Background: an optimization exercise with open tools, aiming at small area, a short achievable clock period and few clock cycles. Do not read the settings as production practice. RTL that was checked went through simulation tests only; none was proved equivalent to the original. Power and IR drop assume default switching activity.

==> flow/design.v <==
package mp_types;
  typedef enum logic [1:0] {
    PREC_INT8  = 2'b00,
    PREC_FP16  = 2'b01,
    PREC_FP32  = 2'b10
  } prec_e;
  localparam int W_INT8 = 8;
  localparam int W_FP16 = 16;  
  localparam int W_FP32 = 32;  
  localparam int W_ACC_INT8 = 32;  
endpackage
module gemm_controller #(
  parameter int MAX_ELEMS = 16384,
  parameter mp_types::prec_e PREC = mp_types::PREC_INT8
)(
  input  logic        clk,
  input  logic        rstn,
  input  logic        start,
  input  logic [15:0] M, K, Ncols,
  output logic        done,
  output logic [$clog2(MAX_ELEMS)-1:0] addr_A,
  input  logic [31:0]                  data_A,
  output logic [$clog2(MAX_ELEMS)-1:0] addr_B,
  input  logic [31:0]                  data_B,
  output logic [$clog2(MAX_ELEMS)-1:0] addr_C,
  output logic [31:0]                  data_C,
  output logic                         we_C
);
  localparam int AW = $clog2(MAX_ELEMS);
  logic          run;
  logic [AW-1:0] kc, jc, ic, rowbase;
  logic          kfirst;
  logic [AW:0]   kc1, jc1, ic1;
  logic [AW-1:0] addrA1;
  logic          lastk, lastj, lasti, go;
  assign kc1    = {1'b0, kc} + 1'b1;
  assign jc1    = {1'b0, jc} + 1'b1;
  assign ic1    = {1'b0, ic} + 1'b1;
  assign addrA1 = addr_A + 1'b1;
  assign lastk  = (kc1 == K[AW:0]);
  assign lastj  = (jc1 == Ncols[AW:0]);
  assign lasti  = (ic1 == M[AW:0]);
  assign go     = run | start;
  logic f1_first, f1_last, f1_final;
  logic f2_first, f2_last, f2_final;
  logic f3_first, f3_last, f3_final;
  always_ff @(posedge clk) begin
    if (!rstn) begin
      run <= 1'b0; kc <= '0; jc <= '0; ic <= '0; rowbase <= '0; kfirst <= 1'b1;
      addr_A <= '0; addr_B <= '0;
      f1_first <= 1'b0; f1_last <= 1'b0; f1_final <= 1'b0;
    end else begin
      f1_first <= go & kfirst;
      f1_last  <= go & lastk;
      f1_final <= go & lastk & lastj & lasti;
      if (go) begin
        if (!lastk) begin
          run    <= 1'b1;
          kfirst <= 1'b0;
          kc     <= kc1[AW-1:0];
          addr_A <= addrA1;
          addr_B <= addr_B + Ncols[AW-1:0];
        end else begin
          kfirst <= 1'b1;
          kc     <= '0;
          if (!lastj) begin
            run    <= 1'b1;
            jc     <= jc1[AW-1:0];
            addr_A <= rowbase;
            addr_B <= jc1[AW-1:0];
          end else begin
            jc     <= '0;
            addr_B <= '0;
            if (!lasti) begin
              run     <= 1'b1;
              ic      <= ic1[AW-1:0];
              addr_A  <= addrA1;
              rowbase <= addrA1;
            end else begin
              run     <= 1'b0;
              ic      <= '0;
              addr_A  <= '0;
              rowbase <= '0;
            end
          end
        end
      end
    end
  end
  logic signed [7:0]  a_r, b_r;
  logic signed [15:0] p;
  logic        [29:0] acc;
  always_ff @(posedge clk) begin
    a_r <= data_A[7:0];
    b_r <= data_B[7:0];
    p   <= a_r * b_r;
    acc <= (f3_first ? 30'd0 : acc) + {{14{p[15]}}, p};
  end
  always_ff @(posedge clk) begin
    if (!rstn) begin
      f2_first <= 1'b0; f2_last <= 1'b0; f2_final <= 1'b0;
      f3_first <= 1'b0; f3_last <= 1'b0; f3_final <= 1'b0;
      we_C <= 1'b0; done <= 1'b0; addr_C <= '0;
    end else begin
      f2_first <= f1_first; f2_last <= f1_last; f2_final <= f1_final;
      f3_first <= f2_first; f3_last <= f2_last; f3_final <= f2_final;
      we_C <= f3_last;
      done <= f3_final;
      if (done)      addr_C <= '0;
      else if (we_C) addr_C <= addr_C + 1'b1;
    end
  end
  assign data_C = {{2{acc[29]}}, acc};
endmodule
Settings: LEC_CHECK=0, CAP_MARGIN=20, CORE_MARGIN=2, CORE_UTILIZATION=40, PLACE_DENSITY=0.6, SLEW_MARGIN=20; clock period 8.0 ns.
run.sh (not shown) runs the stock make flow with config.mk's settings and CLKGATE_MAP_FILE= SYNTH_SCRIPT=/design/flow/synth_recipe.tcl, a recipe that flattens the netlist after the stock synthesis.
The starting point ran to the end with no violations.
Testbench counts at the start, summed over its fixed seeds: cycles 75,061.
Rerun with:
- SETUP_SLACK_MARGIN: default -> 4
Result:
- combinational power rises by roughly a tenth
- die area stays the same
- worst setup slack improved by 0.94 ns
- utilization rises by 3.5 points
- clock skew stays flat

---

gemm_controller, a different RTL version from the one above (not shown whole).
For scale: about 230 flip-flops, ~190 I/O pins, roughly 12000 um2 of cells after synthesis.
// gemm_controller
module gemm_controller #(
  parameter int MAX_ELEMS = 16384,
  parameter mp_types::prec_e PREC = mp_types::PREC_INT8
)(
  input  logic        clk,
  input  logic        rstn,
  input  logic        start,
  input  logic [15:0] M, K, Ncols,
  output logic        done,
  output logic [$clog2(MAX_ELEMS)-1:0] addr_A,
  input  logic [31:0]                  data_A,
  output logic [$clog2(MAX_ELEMS)-1:0] addr_B,
  input  logic [31:0]                  data_B,
  output logic [$clog2(MAX_ELEMS)-1:0] addr_C,
  output logic [31:0]                  data_C,
  output logic                         we_C
);
  localparam int AW = $clog2(MAX_ELEMS);
  logic          run;
  logic [AW-1:0] krem, jrem, irem;
  logic          lk, lj, li;       
  logic          kf;               
  logic          dk;               
  logic [AW-1:0] Kw, Nw, Mw;
  assign Kw = K[AW-1:0];
  assign Nw = Ncols[AW-1:0];
  assign Mw = M[AW-1:0];
  logic [AW-1:0] Kr, Nr1;
  always_ff @(posedge clk) begin
    Kr  <= Kw;
    Nr1 <= Nw - 1'b1;
  end
  logic [AW-1:0] csel, cdec;
  logic          cis2;
  assign csel = !lk ? krem : (!lj ? jrem : irem);
  assign cdec = csel - 1'b1;
  assign cis2 = (csel == AW'(2));
  logic k1, n1, m1;
  assign k1 = (Kw == AW'(1));
  assign n1 = (Nw == AW'(1));
  assign m1 = (Mw == AW'(1));
  logic lk_n, lj_n, dk_n;
  assign lk_n = (!run | lk) ? k1 : cis2;
  assign lj_n = !run ? n1 : (!lk ? lj : (!lj ? cis2 : n1));
  assign dk_n = !run | (lk ^ dk);
  logic zB, invB, ciB;
  always_ff @(posedge clk) begin
    zB   <= lk_n & ~lj_n;
    invB <= lk_n ? lj_n : ~dk_n;
    ciB  <= lk_n | dk_n;
  end
  logic [AW-1:0] opA, opB, sumA, sumB;
  assign opA  = lk ? Kr : {{(AW-1){~dk}}, 1'b1};
  assign opB  = (zB ? AW'(0) : Nr1) ^ {AW{invB}};
  assign sumB = addr_B + opB + AW'(ciB);
  assign sumA = addr_A + opA;
  always_ff @(posedge clk) begin
    if (!rstn)     run <= 1'b0;
    else if (!run) run <= start;
    else           run <= ~(lk & lj & li);
  end
  always_ff @(posedge clk) begin
    if (!run) begin
      addr_A <= '0;
      addr_B <= '0;
      dk     <= 1'b1;
      kf     <= 1'b1;
      krem   <= Kw;   lk <= k1;
      jrem   <= Nw;   lj <= n1;
      irem   <= Mw;   li <= m1;
  ...
==> flow/config.mk <==
export PLATFORM = sky130hd
export DESIGN_NAME = gemm_controller
export DESIGN_NICKNAME = gemm_controller
export VERILOG_FILES = /design/flow/design.v
export SDC_FILE = /design/flow/constraint.sdc
export NUM_CORES = 4
export LEC_CHECK = 0
export CAP_MARGIN = 20
export CORE_MARGIN = 2
export CORE_UTILIZATION = 40
export CTS_BUF_LIST = sky130_fd_sc_hd__clkbuf_8
export CTS_CLUSTER_DIAMETER = 40
export CTS_CLUSTER_SIZE = 10
export PLACE_DENSITY = 0.6
export SETUP_SLACK_MARGIN = 5
export SLEW_MARGIN = 20
export TNS_END_PERCENT = 30
==> flow/constraint.sdc <==
create_clock -name core_clock -period 8.0 [get_ports {clk}]
set_input_delay 1.6000 -clock core_clock [delete_from_list [all_inputs] [get_ports {clk}]]
set_output_delay 1.6000 -clock core_clock [all_outputs]
set_load 0.01 [all_outputs]
standard.sh (not shown) runs the stock make flow with config.mk's settings and CLKGATE_MAP_FILE= SYNTH_SCRIPT=/design/flow/synth_recipe.tcl, a recipe that flattens the netlist after the stock synthesis.
==> flow/flow/run.sh <==
#!/bin/bash
set -euo pipefail
bash standard.sh BUFFER_PORTS_ARGS="-buffer_cell sky130_fd_sc_hd__buf_1" finish > standard_flow.log 2>&1
The first run finished with timing, DRC and antenna clean.
Testbench counts at the start, summed over its fixed seeds: cycles 75,253.
==> next run, changes <==
- TNS_END_PERCENT: 30 -> 10
Hold slack is about the same. Die area is unchanged. Worst setup slack got worse by 0.063 ns. First-iteration DRC count drops by 3.4%. Sequential power hardly moves.

---

== green ==
Starting RTL as in the previous note.
// gemm_controller
module gemm_controller #(
  parameter int MAX_ELEMS = 16384,
  parameter mp_types::prec_e PREC = mp_types::PREC_INT8
)(
  input  logic        clk,
  input  logic        rstn,
  input  logic        start,
  input  logic [15:0] M, K, Ncols,
  output logic        done,
  output logic [$clog2(MAX_ELEMS)-1:0] addr_A,
  input  logic [31:0]                  data_A,
  output logic [$clog2(MAX_ELEMS)-1:0] addr_B,
  input  logic [31:0]                  data_B,
  output logic [$clog2(MAX_ELEMS)-1:0] addr_C,
  output logic [31:0]                  data_C,
  output logic                         we_C
);
clock: 8.0 ns
lec_check: 0
cap_margin: 20
core_margin: 2
core_utilization: 50
cts_buf_list: sky130_fd_sc_hd__clkbuf_8
cts_cluster_diameter: 70
cts_cluster_size: 20
place_density: 0.65
setup_slack_margin: 5
slew_margin: 20
tns_end_percent: 30
Scripts as last shown in full above: flow/flow/run.sh
Testbench counts of green, summed over its fixed seeds: cycles 75,253.
#### Input delta (blue over green)
diff --git a/flow/config.mk b/flow/config.mk
--- a/flow/config.mk
+++ b/flow/config.mk
@@ -8,9 +8,9 @@
 export CAP_MARGIN = 20
 export CORE_MARGIN = 2
-export CORE_UTILIZATION = 50
-export CTS_BUF_LIST = sky130_fd_sc_hd__clkbuf_8
-export CTS_CLUSTER_DIAMETER = 70
-export CTS_CLUSTER_SIZE = 20
-export PLACE_DENSITY = 0.65
+export CORE_UTILIZATION = 40
+export CTS_BUF_LIST = sky130_fd_sc_hd__clkbuf_4
+export CTS_CLUSTER_DIAMETER = 30
+export CTS_CLUSTER_SIZE = 8
+export PLACE_DENSITY = 0.6
 export SETUP_SLACK_MARGIN = 5
 export SLEW_MARGIN = 20
==> run notes <==
- blue: flow completed, timing, DRC and antenna clean
- Changes observed in blue relative to green: clock network area share increased 4.8 points; minimum period implied by the final worst setup slack increased 57 ps; portion of total power attributed to combinational logic decreased 6.8 points; global-route usage decreased 2.7 points; final clock period utilization by the worst path increased 0.72 points.
- Looking at critical path start-end classification, the flip-flop to primary output result is from blue; the flip-flop to flip-flop one comes from green.

---

gemm_controller, a different RTL version from the one above (not shown whole).
Size: about 1,300 cells after synthesis, about 210 flip-flops, ~190 I/O pins.
Settings: LEC_CHECK=0, CAP_MARGIN=20, CORE_MARGIN=2, CORE_UTILIZATION=40, PLACE_DENSITY=0.6, SETUP_SLACK_MARGIN=5, SLEW_MARGIN=20; clock period 8.0 ns.
Scripts as last shown in full above: flow/flow/run.sh
The first run completed with no timing, DRC or antenna violations.
Change:
==> flow/run.sh (new file) <==
#!/bin/bash
# synth_recipe.tcl (not shown) runs the flow's synth.tcl, then flattens the netlist and writes it again
# the make line also repeats each setting of config.mk as NAME=value (left out here)
make -C /OpenROAD-flow-scripts/flow DESIGN_CONFIG=/design/flow/config.mk WORK_HOME=/design/flow/orfs CLKGATE_MAP_FILE= SYNTH_SCRIPT=/design/flow/synth_recipe.tcl finish
removed: flow/flow/run.sh
removed: flow/standard.sh
After rerunning:
- The changed run ran to the end with no violations
- routed wire length went up by 0.97%
- first-iteration DRC count came out lower by 14%
- power went up by 3.8%
- worst hold slack improved by 4.2 ps
- utilization rises by 3.6 points
- cell count barely changes
- register-to-register slack is about the same
- cell area increases by 7.1%
- synthesized cell count does not change
- worst setup slack got worse by 14 ps
- global-route usage rises by 0.33 points
No run of this note included a check of the RTL's function; only the layout flow was run.

---

gemm_controller, a different RTL version from the one above (not shown whole).
Size in the first run: ~1200 cells after synthesis, ~220 flip-flops, ~190 I/O pins.
## gemm_controller
module gemm_controller #(
  parameter int MAX_ELEMS = 16384,
  parameter mp_types::prec_e PREC = mp_types::PREC_INT8
)(
  input  logic        clk,
  input  logic        rstn,
  input  logic        start,
  input  logic [15:0] M, K, Ncols,
  output logic        done,
  output logic [$clog2(MAX_ELEMS)-1:0] addr_A,
  input  logic [31:0]                  data_A,
  output logic [$clog2(MAX_ELEMS)-1:0] addr_B,
  input  logic [31:0]                  data_B,
  output logic [$clog2(MAX_ELEMS)-1:0] addr_C,
  output logic [31:0]                  data_C,
  output logic                         we_C
);
Settings: LEC_CHECK=0, CAP_MARGIN=20, CORE_MARGIN=2, CORE_UTILIZATION=55, CTS_BUF_LIST=sky130_fd_sc_hd__clkbuf_4, CTS_CLUSTER_DIAMETER=40, CTS_CLUSTER_SIZE=10, PLACE_DENSITY=0.7, SETUP_SLACK_MARGIN=5, SLEW_MARGIN=20; clock period 8.0 ns.
==> flow/flow/run.sh <==
#!/bin/bash
set -euo pipefail
bash standard.sh BUFFER_PORTS_ARGS="-buffer_cell sky130_fd_sc_hd__buf_1" finish > standard_flow.log 2>&1
Testbench counts at the start, summed over its fixed seeds: cycles 75,253.
Change:
==> flow/config.mk (replaced) <==
export PLATFORM = sky130hd
export DESIGN_NAME = gemm_controller
export DESIGN_NICKNAME = gemm_controller
export VERILOG_FILES = /design/flow/design.v
export SDC_FILE = /design/flow/constraint.sdc
export NUM_CORES = 4
export LEC_CHECK = 0
export CAP_MARGIN = 20
export CORE_MARGIN = 2
export CORE_UTILIZATION = 40
export CTS_BUF_LIST = sky130_fd_sc_hd__clkbuf_8 sky130_fd_sc_hd__clkbuf_16
export CTS_CLUSTER_DIAMETER = 60
export CTS_CLUSTER_SIZE = 20
export PLACE_DENSITY = 0.6
export SETUP_SLACK_MARGIN = 5
export SLEW_MARGIN = 20
What happened: The changed run completed without violations; via count came out lower slightly; final area came out higher by a few percent; worst setup slack got worse by 15 ps.
Change:
--- a/flow/config.mk
+++ b/flow/config.mk
@@ -9,7 +9,4 @@
 export CORE_MARGIN = 2
 export CORE_UTILIZATION = 40
-export CTS_BUF_LIST = sky130_fd_sc_hd__clkbuf_8 sky130_fd_sc_hd__clkbuf_16
-export CTS_CLUSTER_DIAMETER = 60
-export CTS_CLUSTER_SIZE = 20
 export PLACE_DENSITY = 0.6
 export SETUP_SLACK_MARGIN = 5
=> The changed run completed with no timing, DRC or antenna violations; wire length decreases by 0.38%; design area stays flat; fmax increases by 0.32%.
Change:
--- a/flow/config.mk
+++ b/flow/config.mk
@@ -6,7 +6,11 @@
 export NUM_CORES = 4
 export LEC_CHECK = 0
+export ABC_AREA = 1
 export CAP_MARGIN = 20
 export CORE_MARGIN = 2
 export CORE_UTILIZATION = 40
+export CTS_BUF_LIST = sky130_fd_sc_hd__clkbuf_4
+export CTS_CLUSTER_DIAMETER = 40
+export CTS_CLUSTER_SIZE = 10
 export PLACE_DENSITY = 0.6
 export SETUP_SLACK_MARGIN = 5
Result: Count of clock-buffer cells in the layout increases by 18. Total power came out lower by 3.9%. Wire length came out higher by about 17%. Fmax grows by about 2%. Sequential cell count is unchanged. First-iteration DRC count goes up by 11%. Sequential power hardly moves. Critical path depth shrinks by 13.
Change:
--- a/flow/config.mk
+++ b/flow/config.mk
@@ -6,5 +6,4 @@
 export NUM_CORES = 4
 export LEC_CHECK = 0
-export ABC_AREA = 1
 export CAP_MARGIN = 20
 export CORE_MARGIN = 2
=> Setup slack gets worse by 68 ps. Sequential power is about the same. Area after synthesis goes down by 8.2%.

---

gemm_controller with an RTL version that a note above also has.
For scale: roughly 1200 cells after synthesis, roughly 230 flip-flops, about 190 I/O pins, about 12000 µm² of cells after synthesis.
==> flow/design.v (excerpt) <==
module gemm_controller #(
  parameter int MAX_ELEMS = 16384,
  parameter mp_types::prec_e PREC = mp_types::PREC_INT8
)(
  input  logic        clk,
  input  logic        rstn,
  input  logic        start,
  input  logic [15:0] M, K, Ncols,
  output logic        done,
  output logic [$clog2(MAX_ELEMS)-1:0] addr_A,
  input  logic [31:0]                  data_A,
  output logic [$clog2(MAX_ELEMS)-1:0] addr_B,
  input  logic [31:0]                  data_B,
  output logic [$clog2(MAX_ELEMS)-1:0] addr_C,
  output logic [31:0]                  data_C,
  output logic                         we_C
);
Settings: LEC_CHECK=0, CAP_MARGIN=20, CORE_MARGIN=2, CORE_UTILIZATION=40, CTS_BUF_LIST=sky130_fd_sc_hd__clkbuf_8, CTS_CLUSTER_DIAMETER=40, CTS_CLUSTER_SIZE=10, GPL_ROUTABILITY_DRIVEN=0, PLACE_DENSITY=0.6, SETUP_SLACK_MARGIN=5, SLEW_MARGIN=20, TNS_END_PERCENT=30; clock period 8.0 ns.
Scripts as last shown in full above: flow/flow/run.sh
The first run went through all stages and came out clean.
Testbench counts at the start, summed over its fixed seeds: cycles 75,253.
Then changed:
- CORE_UTILIZATION: 40 -> 50
- CTS_CLUSTER_DIAMETER: 40 -> 60
- CTS_CLUSTER_SIZE: 10 -> 16
- GPL_ROUTABILITY_DRIVEN: 0 -> unset
- PLACE_DENSITY: 0.6 -> 0.65
- The new run finished clean
- design area is lower by about 3%
- global-route usage is higher by 2.8 points
- sequential power stays flat
- worst setup slack is worse by 0.017 ns
- power is lower by about 8%
- clock-buffer cell count is lower by 20
- register-to-register slack is worse by 0.02 ns
- via count is lower by 1.2%
- cell count is lower by about 5%
- combinational power hardly moves
Then changed:
- CORE_UTILIZATION: 50 -> 40
- CTS_CLUSTER_DIAMETER: 60 -> 40
- CTS_CLUSTER_SIZE: 16 -> 10
- PLACE_DENSITY: 0.65 -> 0.6
- TNS_END_PERCENT: 30 -> 20
The changed run passed the timing, DRC and antenna checks.
Wire length rises by a few percent.
Clock-buffer cell count goes up by 20.
Cell area climbs by a few percent.
Then changed:
- CORE_UTILIZATION: 40 -> 50
- PLACE_DENSITY: 0.6 -> 0.65
- TNS_END_PERCENT: 20 -> 30
Result:
- power drops by 1.2%
- final cell count drops by 4.3%
- critical path depth drops by 1
- flip-flop and latch count is unchanged
- setup slack degrades by 0.018 ns
- core utilization climbs by 11 points
- non-clock buffer count drops by 4
- die area drops by 20%
- via count drops by 0.60%
- area after synthesis does not change
Then changed:
- CORE_UTILIZATION: 50 -> 40
- CTS_BUF_LIST: sky130_fd_sc_hd__clkbuf_8 -> sky130_fd_sc_hd__clkbuf_4
- PLACE_DENSITY: 0.65 -> 0.6
- TNS_END_PERCENT: 30 -> unset
=> Sequential share of layout area goes down by 0.21 points. Synthesized area is unchanged. Routed wire length rises by a few percent. Power goes down slightly. Global-route usage is lower by 3.9 points. Clock power decreases by a little under a tenth.

[static timing again, ports no longer ideal]
How much do the figures lean on ideal ports? The routed layouts below were timed once more, with nothing changed but the port constraints.
Step 1: set_driving_cell puts a clkbuf_16 on clk and a buf_2 on each other input, an assumption about the parent block.
Step 2 times the ports against the registers' clock, not the clock port: input delays grow and output delays shrink by t, the midpoint of the rising clock arrivals with the driver on.
a / b / c = no drivers / after step 1 / after step 2; a / b = the first two.
| run | t (ns) | slack for setup (ns) | latest minus earliest clock arrival (ns) | worst slew at a driven data input, ns |
|---|---|---|---|---|
| the first run of note 1 | 0.486 | 2.668 / 2.694 / 2.207 | 0.015 / 0.015 | 0.08 |
| the second run of note 1 | 0.485 | 3.605 / 3.605 / 3.605 | 0.016 / 0.016 | 0.07 |
| the first run of note 2 | 0.575 | 5.113 / 5.113 / 4.864 | 0.045 / 0.045 | 0.06 |
| the second run of note 2 | 0.575 | 5.050 / 5.050 / 4.862 | 0.043 / 0.044 | 0.06 |
| green | 0.561 | 5.083 / 5.083 / 4.907 | 0.023 / 0.023 | 0.07 |
| blue | 0.703 | 5.026 / 4.983 / 4.856 | 0.083 / 0.082 | 0.06 |
| the first run of note 4 | 0.568 | 4.715 / 4.715 / 4.715 | 0.015 / 0.015 | 0.03 |
| the second run of note 4 | 0.565 | 4.701 / 4.701 / 4.677 | 0.011 / 0.010 | 0.04 |
| the first run of note 5 | 0.660 | 5.024 / 5.024 / 4.737 | 0.045 / 0.046 | 0.05 |
| the second run of note 5 | 0.552 | 5.010 / 5.010 / 4.690 | 0.024 / 0.024 | 0.06 |
| the third run of note 5 | 0.581 | 5.019 / 5.019 / 4.699 | 0.024 / 0.023 | 0.06 |
| the fourth run of note 5 | 0.715 | 5.076 / 5.035 / 4.898 | 0.080 / 0.080 | 0.04 |
| the fifth run of note 5 | 0.691 | 5.008 / 5.008 / 4.696 | 0.032 / 0.032 | 0.06 |
| the first run of note 6 | 0.575 | 5.113 / 5.113 / 4.864 | 0.045 / 0.045 | 0.06 |
| the second run of note 6 | 0.587 | 5.096 / 5.096 / 4.916 | 0.027 / 0.027 | 0.07 |
| the third run of note 6 | 0.575 | 5.112 / 5.112 / 4.860 | 0.045 / 0.045 | 0.06 |
| the fourth run of note 6 | 0.561 | 5.095 / 5.095 / 4.931 | 0.043 / 0.043 | 0.07 |
| the fifth run of note 6 | 0.656 | 5.068 / 5.058 / 4.859 | 0.050 / 0.050 | 0.06 |
After both steps every run listed still meets setup and hold. The setup slack of the first run of note 1, which loses most, moves by +0.026 ns with the drivers and by -0.461 ns with both steps.
